Context: an optimization exercise on an open-source flow, tuned for small area, a short achievable clock period and few clock cycles. The choices shown serve that exercise and are no tape-out recipe. The RTL was checked by simulation tests, not by an equivalence proof against the original design. Power is estimated from default activity; no workload was simulated.

[design/flow/constraint.sdc]
create_clock -name core_clock -period 12.0 [get_ports {clk}]
set_input_delay 2.4000 -clock core_clock [delete_from_list [all_inputs] [get_ports {clk}]]
set_output_delay 2.4000 -clock core_clock [all_outputs]
set_load 0.01 [all_outputs]
[design/flow/design.v]
module STA(
	rst_n,
	clk,
	in_valid,
	delay,
	source,
	destination,
	out_valid,
	worst_delay,
	path
);
input			rst_n, clk, in_valid;
input	[3:0]	delay;
input	[3:0]	source;
input	[3:0]	destination;
output reg			out_valid;
output reg	[7:0]	worst_delay;
output reg	[3:0]	path;
integer u, v;
reg         s_idle;		 
reg         s_in;		 
reg         s_comp;		 
reg         s_out;		 
reg         s_last;		 
reg  [4:0]  cnt;		 
reg  [15:0] adj [0:15];
reg  [7:0]  val [0:15];
reg  [15:0] rdone;		 
reg         busy;
reg  [3:0]  cur;
reg  [15:0] rem;
reg         a_first;
reg         b_valid;
reg         b_first;
reg         b_last;
reg  [3:0]  b_cur;
reg  [3:0]  b_d;
reg  [15:0] b_lo;
reg  [15:0] b_hi;
reg         b_fw1;		 
reg         b_fw2;
reg  [7:0]  acc;
reg  [3:0]  best;
reg         wr_valid;
reg  [3:0]  wr_cur;
reg  [3:0]  wr_d;
reg  [7:0]  wr_acc;
reg  [3:0]  wr_best;
reg         iv_r;
reg  [3:0]  src_r;
reg  [3:0]  dst_r;
reg  [3:0]  dly_r;
always @(posedge clk or negedge rst_n) begin
	if (!rst_n) iv_r <= 1'b0;
	else        iv_r <= in_valid;
end
always @(posedge clk) begin
	src_r <= source;
	dst_r <= destination;
	dly_r <= delay;
end
wire idle = s_idle;
wire        last   = b_valid && b_last;
reg  [15:0] bl_dec;		 
always @(*) begin
	for (u = 0; u < 16; u = u + 1)
		bl_dec[u] = last && (b_cur == u);
end
wire [15:0] eff    = rem;
wire        issue  = busy;
reg  [15:0] rem_rev;
reg  [15:0] hi;
always @(*) begin
	for (v = 0; v < 16; v = v + 1)
		rem_rev[v] = eff[15 - v];
end
wire [15:0] hi_rev = rem_rev & (~rem_rev + 16'd1);
always @(*) begin
	for (v = 0; v < 16; v = v + 1)
		hi[v] = hi_rev[15 - v];
end
wire [15:0] lo     = eff & (~eff + 16'd1);
wire [15:0] rem_n  = rem & ~lo & ~hi;
wire        a_last = busy && (rem_n == 16'd0);
reg  [15:0] cur_dec;
reg  [3:0]  a_d;
always @(*) begin
	a_d = 4'd0;
	for (u = 0; u < 16; u = u + 1) begin
		cur_dec[u] = (cur == u);
		a_d = a_d | ({4{cur_dec[u]}} & val[u][3:0]);
	end
end
reg  [7:0]  hrd [0:15];
always @(*) begin
	for (v = 0; v < 16; v = v + 1)
		hrd[v] = (v == 0) ? 8'd0 : (v == 1) ? {4'd0, val[1][3:0]} : val[v];
end
wire [4:0]  hs_lo  = {1'b0, wr_acc[3:0]} + {1'b0, wr_d};
wire [3:0]  hs_hi1 = wr_acc[7:4] + 4'd1;
wire [7:0]  hsum   = {hs_lo[4] ? hs_hi1 : wr_acc[7:4], hs_lo[3:0]};
reg  [7:0]  hv1, hv2;
reg  [3:0]  e1, e2;
always @(*) begin
	hv1 = 8'd0;
	hv2 = 8'd0;
	e1 = 4'd0;
	e2 = 4'd0;
	for (v = 0; v < 16; v = v + 1) begin
		hv1 = hv1 | ({8{b_lo[v]}} & hrd[v]);
		hv2 = hv2 | ({8{b_hi[v]}} & hrd[v]);
		e1 = e1 | ({4{b_lo[v]}} & v[3:0]);
		e2 = e2 | ({4{b_hi[v]}} & v[3:0]);
	end
end
wire [7:0]  hx1    = b_fw1 ? hsum : hv1;
wire [7:0]  hx2    = b_fw2 ? hsum : hv2;
wire        c12    = (hx1 >= hx2);
wire        c1a    = b_first || (hx1 >= acc);
wire        c2a    = b_first || (hx2 >= acc);
wire        t1     = c12 && c1a;
wire        t2     = !c12 && c2a;
wire [7:0]  acc_n  = t1 ? hx1 : t2 ? hx2 : acc;
wire [3:0]  best_n = t1 ? e1 : t2 ? e2 : best;
wire [15:0] donex = rdone | 16'h0002;
wire        scan = s_comp || s_last;
reg  [15:0] esrc;
always @(*) begin
	for (u = 0; u < 16; u = u + 1)
		esrc[u] = iv_r && (src_r == u);
end
reg  [15:0] ready;
always @(*) begin
	for (u = 0; u < 16; u = u + 1)
		ready[u] = (u != 1) && !rdone[u] && !esrc[u] && ((adj[u] & ~donex) == 16'd0);
end
wire [15:0] psel = ready & (~ready + 16'd1);
wire        pick = scan && (!busy || a_last) && (ready != 16'd0);
reg  [3:0]  penc;
always @(*) begin
	penc = 4'd0;
	for (u = 0; u < 16; u = u + 1)
		penc = penc | ({4{psel[u]}} & u[3:0]);
end
wire [15:0] rsel = scan ? psel : rem;
reg  [15:0] row;
always @(*) begin
	row = 16'd0;
	for (u = 0; u < 16; u = u + 1)
		row = row | ({16{rsel[u]}} & adj[u]);
end
reg  [3:0] row_enc;
always @(*) begin
	row_enc = 4'd0;
	for (u = 0; u < 16; u = u + 1)
		row_enc = row_enc | ({4{row[u]}} & u[3:0]);
end
reg  [15:0] wr_dec;
reg  [15:0] best_dec;
always @(*) begin
	for (u = 0; u < 16; u = u + 1) begin
		wr_dec[u]   = wr_valid && (wr_cur == u);
		best_dec[u] = (wr_best == u);
	end
end
wire fin0 = wr_valid && (wr_cur == 4'd0);
always @(posedge clk or negedge rst_n) begin
	if (!rst_n) begin
		s_idle <= 1'b1;
		s_in <= 1'b0;
		s_comp <= 1'b0;
		s_out <= 1'b0;
		s_last <= 1'b0;
		cnt <= 5'd0;
		busy <= 1'b0;
		b_valid <= 1'b0;
		wr_valid <= 1'b0;
		out_valid <= 1'b0;
		worst_delay <= 8'd0;
		path <= 4'd0;
	end else begin
		b_valid <= issue;
		wr_valid <= last;
		if (pick) busy <= 1'b1;
		else if (a_last) busy <= 1'b0;
		if (s_idle) begin
			cnt <= 5'd0;
			if (iv_r) begin
				s_idle <= 1'b0;
				s_in <= 1'b1;
				cnt <= 5'd1;
			end
		end
		if (s_in) begin
			cnt <= cnt + 5'd1;
			s_last <= (cnt == 5'd30);
			if (s_last) begin
				s_in <= 1'b0;
				s_comp <= 1'b1;
			end
		end
		if (s_comp && fin0) begin
			s_comp <= 1'b0;
			s_out <= 1'b1;
			out_valid <= 1'b1;
			worst_delay <= hsum;
			path <= 4'd0;
		end
		if (s_out) begin
			worst_delay <= 8'd0;
			if (path == 4'd1) begin
				out_valid <= 1'b0;
				path <= 4'd0;
				s_out <= 1'b0;
				s_idle <= 1'b1;
			end else begin
				path <= row_enc;
			end
		end
	end
end
always @(posedge clk) begin
	rem <= (pick || s_out) ? row : fin0 ? 16'd1 : rem_n;
	b_lo <= lo;
	b_hi <= hi;
	b_fw1 <= ((lo & bl_dec) != 16'd0);
	b_fw2 <= ((hi & bl_dec) != 16'd0);
	b_last <= a_last;
	b_cur <= cur;
	b_d <= a_d;
	b_first <= a_first;
	if (pick) a_first <= 1'b1;
	else if (issue) a_first <= 1'b0;
	if (pick) cur <= penc;
	acc <= acc_n;
	best <= best_n;
	wr_cur <= b_cur;
	wr_d <= b_d;
	wr_acc <= acc_n;
	wr_best <= best_n;
end
always @(posedge clk) begin
	for (u = 0; u < 16; u = u + 1) begin
		if (idle) rdone[u] <= 1'b0;
		else if (pick && psel[u]) rdone[u] <= 1'b1;
	end
end
reg  [15:0] rw_sel, cl_sel, rw_keep;
always @(*) begin
	for (u = 0; u < 16; u = u + 1) begin
		rw_sel[u]  = wr_dec[u] || esrc[u];
		cl_sel[u]  = (wr_valid && best_dec[u]) || (iv_r && dst_r == u);
		rw_keep[u] = !idle && !wr_dec[u];
	end
end
always @(posedge clk) begin
	for (u = 0; u < 16; u = u + 1) begin
		for (v = 0; v < 16; v = v + 1) begin
			if (u != 1 && v != 0 && u != v)
				adj[u][v] <= (rw_sel[u] && cl_sel[v]) || (rw_keep[u] && adj[u][v]);
			else
				adj[u][v] <= 1'b0;
		end
	end
end
wire [7:0]  vw_data = wr_valid ? hsum : {4'd0, dly_r};
reg  [15:0] vw_en;
always @(*) begin
	for (u = 0; u < 16; u = u + 1)
		vw_en[u] = (wr_dec[u] && u != 0 && u != 1)
		        || (s_idle && u == 0) || (s_in && !cnt[4] && cnt[3:0] == u);
end
always @(posedge clk) begin
	for (u = 0; u < 16; u = u + 1)
		if (vw_en[u]) begin
			if (u < 2) val[u][3:0] <= vw_data[3:0];
			else val[u] <= vw_data;
		end
end
endmodule
[design/flow/config.mk]
export PLATFORM = sky130hd
export DESIGN_NAME = STA
export DESIGN_NICKNAME = STA
export VERILOG_FILES = /design/flow/design.v
export SDC_FILE = /design/flow/constraint.sdc
export NUM_CORES = 4
export LEC_CHECK = 0
export ABC_AREA = 1
export CAP_MARGIN = 20
export CORE_MARGIN = 2
export CORE_UTILIZATION = 40
export CTS_CLUSTER_DIAMETER = 100
export CTS_CLUSTER_SIZE = 20
export PLACE_DENSITY = 0.75
export SETUP_SLACK_MARGIN = 5
export SLEW_MARGIN = 20
[design/flow/run.sh]
#!/bin/bash
# synth_recipe.tcl (not shown) runs the flow's synth.tcl, then flattens the netlist and writes it again
# the make line also repeats each setting of config.mk as NAME=value (left out here)
make -C /OpenROAD-flow-scripts/flow DESIGN_CONFIG=/design/flow/config.mk WORK_HOME=/design/flow/orfs CLKGATE_MAP_FILE= SYNTH_SCRIPT=/design/flow/synth_recipe.tcl finish
==> run summary <==
# TYPE chip_impl_metric gauge
chip_impl_info{name="outcome",value="finished clean"} 1
chip_impl_metric{name="setup-tns-final",unit="ns"} 0
chip_impl_info{name="min-delay-path-class",value="flip-flop to flip-flop"} 1
chip_impl_metric{name="cts.repair.resized",unit=""} 0
chip_impl_metric{name="core",unit="mm2"} 0.0577
chip_impl_metric{name="maxCapViolCount",unit=""} 0
chip_impl_metric{name="maximum_number_of_pins_on_one_net_before_global_route_repair",unit=""} 80
chip_impl_metric{name="yosysUniqueCellTypes",unit=""} 58
chip_impl_metric{name="finalWeightedCongestion",unit=""} 1.04
chip_impl_info{name="cpMaxStageDelayCell",value="sky130_fd_sc_hd__a2111oi_0"} 1
chip_impl_metric{name="chipHeight",unit="um"} 245
chip_impl_metric{name="row_count",unit=""} 88
chip_impl_metric{name="max-clock-path-buffers",unit=""} 3
chip_impl_metric{name="power_frac_clock",unit=""} 0.359
chip_impl_metric{name="cp_slowest_stage_delay",unit="ns"} 0.45
chip_impl_metric{name="worst_slew_pin_slew",unit="ns"} 1.12
chip_impl_metric{name="drt_drc_violations_left",unit=""} 0
chip_impl_metric{name="synth_edf_count",unit=""} 136
chip_impl_metric{name="fin_skew",unit="ns"} 0.0362
chip_impl_metric{name="path_buf_inv",unit=""} 3
chip_impl_metric{name="place_hpwl",unit="mm"} 64.0
chip_impl_metric{name="max-vdd-ir-drop",unit="mV"} 0.136
chip_impl_metric{name="final_layout_size_suffix_gt1_frac",unit=""} 0.0586
chip_impl_info{name="cp_cell_sequence",value="ha_1 > fa_1 > a21oi_1 > o21bai_1 > xor2_1 > inv_1 > o21ai_0 > inv_1 > ha_1 > o21ai_0 > nand2_1 > a21oi_1 > nor2_1 > a2111oi_0 > o21ai_1 > buf_4"} 1
chip_impl_info{name="tritoncts_clock_tree",value="yes"} 1
chip_impl_metric{name="power.leakage",unit="uW"} 0.0111
chip_impl_metric{name="synth_cell_area",unit="mm2"} 0.0233
chip_impl_info{name="worst_setup_path_start_kind",value="flip-flop"} 1
chip_impl_metric{name="power.combinational.fraction",unit=""} 0.023
chip_impl_metric{name="floorplan.die_area",unit="mm2"} 0.0603
chip_impl_metric{name="worst_setup_slack_before_clock_tree_synthesis",unit="ns"} 7.82
chip_impl_metric{name="antennaDiodeCount",unit=""} 0
chip_impl_metric{name="register_bit_count_reported_by_yosys",unit=""} 468
chip_impl_metric{name="firstDrtPassIters",unit=""} 8
chip_impl_metric{name="min_path_cells",unit=""} 0
chip_impl_metric{name="ys.warnings.count",unit=""} 4
chip_impl_metric{name="power.switching",unit="uW"} 607
chip_impl_info{name="yosys_most_used_dff",value="sky130_fd_sc_hd__dfxtp_1"} 1
chip_impl_metric{name="syn_nets",unit=""} 3146
chip_impl_info{name="path_delay_family",value="compound AO/OA/AOI/OAI gates"} 1
chip_impl_metric{name="via_count_of_the_first_global_routing_pass",unit=""} 21600
chip_impl_metric{name="period_needed",unit="ns"} 4.26
chip_impl_metric{name="ys_seq_area_frac",unit=""} 0.466
chip_impl_metric{name="boundaryPins",unit=""} 28
chip_impl_metric{name="syn-instance-count",unit=""} 3097
chip_impl_metric{name="effective_utilization_at_floorplan",unit=""} 0.404
chip_impl_metric{name="finish.net_count",unit=""} 3110
chip_impl_metric{name="crit_cells",unit=""} 16
chip_impl_metric{name="worst-endpoint-required",unit="ns"} 12.36
chip_impl_metric{name="wl",unit="mm"} 87.7
chip_impl_metric{name="cts.sinks",unit=""} 468
chip_impl_metric{name="port_buffers",unit=""} 27
chip_impl_metric{name="drt_iter0_drc",unit=""} 2663
chip_impl_metric{name="async_reset_ff_frac",unit=""} 0.0577
chip_impl_metric{name="cts_made_buffers",unit=""} 27
chip_impl_metric{name="overflow",unit=""} 0
chip_impl_info{name="most-common-layout-cells",value="sky130_fd_sc_hd__nand2_1 (761), sky130_fd_sc_hd__nor2_1 (348), sky130_fd_sc_hd__nand3_1 (327)"} 1
chip_impl_metric{name="arrival",unit="ns"} 4.61
chip_impl_info{name="grt_setup_unrepaired",value="false"} 1
chip_impl_metric{name="hold_viol",unit=""} 0
chip_impl_metric{name="post_cts_hold_buffer_count",unit=""} 0
chip_impl_metric{name="post-cts-setup-buffer-count",unit=""} 0
chip_impl_metric{name="syn-mean-instance-area",unit="um2"} 7.53
chip_impl_metric{name="dr_total_vias",unit=""} 22600
chip_impl_info{name="cts_root_buf",value="sky130_fd_sc_hd__clkbuf_16"} 1
chip_impl_metric{name="cts_clock_pin_slew_for_the_worst_setup_and_hold_paths",unit="ns"} 0.10
chip_impl_metric{name="layout_worst_path_cycle_share",unit=""} 0.355
chip_impl_metric{name="mean_number_of_vias_per_cell",unit=""} 5.89
chip_impl_info{name="crit_type",value="flip-flop to flip-flop"} 1
chip_impl_metric{name="maxSlewHeadroom",unit=""} 0.251
chip_impl_metric{name="routedWlPerCell",unit="um"} 22.8
chip_impl_metric{name="antenna_found_initial",unit=""} 1
chip_impl_metric{name="reg2regPathDepth",unit=""} 16
chip_impl_metric{name="synthToLayoutAreaGrowth",unit="%"} 7.02
chip_impl_metric{name="seq_power_share",unit=""} 0.619
chip_impl_metric{name="intPower",unit="uW"} 2090
chip_impl_metric{name="switching_share",unit=""} 0.225
chip_impl_metric{name="worstPathMaxFanout",unit=""} 7
chip_impl_info{name="worst_setup_path_end_kind",value="flip-flop"} 1
chip_impl_metric{name="die_width",unit="um"} 245
chip_impl_metric{name="clock_latency",unit="ns"} 0.62
chip_impl_metric{name="timing_max_transition_violations_final",unit=""} 0
chip_impl_metric{name="power_per_cell_area",unit="mW/mm2"} 108
chip_impl_metric{name="grt_pass1_wl",unit="mm"} 131
chip_impl_metric{name="worst_slack",unit="ns"} 7.74
chip_impl_metric{name="post-route-util",unit=""} 0.433
chip_impl_metric{name="cts.htree.levels",unit=""} 1
chip_impl_metric{name="max_freq",unit="MHz"} 235
chip_impl_metric{name="final_antenna_net_count",unit=""} 0
chip_impl_metric{name="track_usage",unit=""} 0.287
chip_impl_info{name="layout.cells.most_common",value="sky130_fd_sc_hd__nand2_1"} 1
chip_impl_metric{name="final_setup_vio_count",unit=""} 0
==> worst register-to-register path: stages (launching register included) <==
cell	delay [ns]
sky130_fd_sc_hd__edfxtp_1	0.44
sky130_fd_sc_hd__ha_1	0.25
sky130_fd_sc_hd__fa_1	0.40
sky130_fd_sc_hd__a21oi_1	0.16
sky130_fd_sc_hd__o21bai_1	0.19
sky130_fd_sc_hd__xor2_1	0.34
sky130_fd_sc_hd__inv_1	0.09
sky130_fd_sc_hd__o21ai_0	0.35
sky130_fd_sc_hd__inv_1	0.09
sky130_fd_sc_hd__ha_1	0.28
sky130_fd_sc_hd__o21ai_0	0.08
sky130_fd_sc_hd__nand2_1	0.08
sky130_fd_sc_hd__a21oi_1	0.17
sky130_fd_sc_hd__nor2_1	0.06
sky130_fd_sc_hd__a2111oi_0	0.45
sky130_fd_sc_hd__o21ai_1	0.31
sky130_fd_sc_hd__buf_4	0.27
==> logic make-up after synthesis <==
family,synth area share
AND/OR/NAND/NOR,0.308
AO/OA/AOI/OAI,0.128
flip-flops,0.466
XOR/XNOR,0.00188
adder cells (fa/ha/maj),0.0186
buffers and inverters,0.0772
==> layer usage <==
metal | global-route usage | vias up | share of wire
met4 | 0.198 | 0 | 0.080
li1 | - | 10300 | -
met3 | 0.0507 | 356 | 0.10
met5 | 0 | - | 0
met2 | 0.449 | 1415 | 0.44
met1 | 0.361 | 10600 | 0.38
==> power groups by stage <==
stage,Sequential (uW),Combinational (uW),Clock [uW]
2_1_floorplan,1700,37.1,0
3_3_place_gp,1700,58.7,0
3_5_place_dp,1700,60.3,0
4_1_cts,1670,60.2,967
5_1_grt,1670,68.2,1020
6_report,1670,61.0,967
==> cells in the mapped netlist, types with 2 or more instances <==
cell | count | area (um2)
sky130_fd_sc_hd__ha_1 | 33 | 413
sky130_fd_sc_hd__a221oi_1 | 34 | 298
sky130_fd_sc_hd__xor2_1 | 5 | 43.8
sky130_fd_sc_hd__o32ai_1 | 4 | 35.0
sky130_fd_sc_hd__nor3_2 | 4 | 40.0
sky130_fd_sc_hd__o21bai_1 | 2 | 15.0
sky130_fd_sc_hd__buf_6 | 13 | 146
sky130_fd_sc_hd__nand2_2 | 31 | 194
sky130_fd_sc_hd__o211ai_1 | 2 | 15.0
sky130_fd_sc_hd__dfxtp_1 | 305 | 6110
sky130_fd_sc_hd__nand3_1 | 327 | 1640
sky130_fd_sc_hd__nor2_1 | 348 | 1310
sky130_fd_sc_hd__a22o_1 | 11 | 96.3
sky130_fd_sc_hd__nor4_1 | 14 | 87.6
sky130_fd_sc_hd__clkinv_1 | 4 | 15.0
sky130_fd_sc_hd__buf_1 | 6 | 22.5
sky130_fd_sc_hd__inv_1 | 293 | 1100
sky130_fd_sc_hd__buf_4 | 5 | 37.5
sky130_fd_sc_hd__a22oi_1 | 7 | 52.6
sky130_fd_sc_hd__buf_2 | 11 | 55.1
sky130_fd_sc_hd__a21boi_0 | 4 | 30.0
sky130_fd_sc_hd__nand3b_1 | 2 | 15.0
sky130_fd_sc_hd__dfrtp_1 | 26 | 651
sky130_fd_sc_hd__nand2_1 | 761 | 2860
sky130_fd_sc_hd__nor3_1 | 35 | 175
sky130_fd_sc_hd__a32oi_1 | 10 | 87.6
sky130_fd_sc_hd__o21ai_1 | 12 | 60.1
sky130_fd_sc_hd__a31oi_1 | 5 | 31.3
sky130_fd_sc_hd__nor2_4 | 8 | 90.1
sky130_fd_sc_hd__nor2_2 | 25 | 156
sky130_fd_sc_hd__nand2_4 | 5 | 56.3
sky130_fd_sc_hd__edfxtp_1 | 136 | 4080
sky130_fd_sc_hd__o2111ai_1 | 3 | 26.3
sky130_fd_sc_hd__inv_2 | 18 | 67.6
sky130_fd_sc_hd__a211oi_1 | 6 | 45.0
sky130_fd_sc_hd__o21ai_0 | 248 | 1240
sky130_fd_sc_hd__nand4_1 | 54 | 338
sky130_fd_sc_hd__nand3_2 | 14 | 140
sky130_fd_sc_hd__nor4_2 | 2 | 25.0
sky130_fd_sc_hd__o22ai_1 | 85 | 532
sky130_fd_sc_hd__o21a_1 | 5 | 37.5
sky130_fd_sc_hd__clkbuf_1 | 92 | 345
sky130_fd_sc_hd__a21oi_1 | 65 | 325
sky130_fd_sc_hd__nor3b_1 | 3 | 22.5
==> state kept, by name, summed over array words and instances, names as in the netlist, 4 cells and up <==
register and count:
acc 8, adj 211, b_cur 4, b_d 4, b_hi 15, b_lo 15
best 4, cnt 5, cur 4, dly_r 4, dst_r 4, hrd 4
path 4, rdone 15, rem 16, src_r 4, val 116, worst_delay 8
wr_cur 4, wr_d 4
==> final timing paths <==
| kind | startpoint | endpoint | slack [ns] |
|---|---|---|---|
| setup / recovery | acc[0]$_DFFE_PP_ | acc[1]$_DFFE_PP_ | 7.74 |
| hold / removal | b_d[1]$_DFF_P_ | wr_d[1]$_DFF_P_ | 0.33 |
| setup reg to reg | acc[0]$_DFFE_PP_ | acc[1]$_DFFE_PP_ | 7.74 |
| hold reg to reg | b_d[1]$_DFF_P_ | wr_d[1]$_DFF_P_ | 0.33 |
| max in group asynchronous | rst_n | s_idle$_DFF_PN1_ | 9.50 |
| min in group asynchronous | rst_n | iv_r$_DFF_PN0_ | 2.18 |
==> layout make-up <==
cell class              count  area, um2
multi-input cells        2185      10700
flip-flops and latches    468      10900
clock buffers              41        728
repair buffers             62        531
inverters                 317       1200
well taps                 765        957
fillers                  5914      32700
clock inverters             1       16.3
==> through the flow <==
stage | instances | total power [uW] | hold slack, ns | cell area (um2)
global route | 3839 | 2760 | 0.345 | 25000
CTS | 3839 | 2690 | 0.333 | 25000
finish | 3839 | 2690 | 0.332 | 25000
floorplan | 3097 | 1730 | 0.310 | 23300
detailed placement | 3797 | 1760 | 0.318 | 24200
global placement | 3796 | 1760 | 0.312 | 24200
Testbench counts, summed over its fixed seeds: cycles 76,625.

==> port drivers added, routing unchanged <==
In the flow no input, the clock included, has a driving cell. The finished layout below was timed again as built, in two steps. Step 1: set_driving_cell puts a clkbuf_16 on clk and a buf_2 on each other input, an assumption about the parent block. Step 2 also shifts input and output timing later by t, the mid clock arrival at the registers, as if the neighbouring blocks saw the same clock. Slacks: no drivers / after step 1 / after step 2; pairs: no drivers / after step 1.
t (ns): 0.655
slack for setup (ns): 7.744 / 7.744 / 7.744
latest minus earliest clock arrival (ns): 0.044 / 0.044
worst slew at a driven data input, ns: 0.03
cell pins on the clock port's net: 1
After both steps setup and hold are still met in this run. The setup slack of this run moves by 0.000 ns with the drivers and by 0.000 ns with both steps.
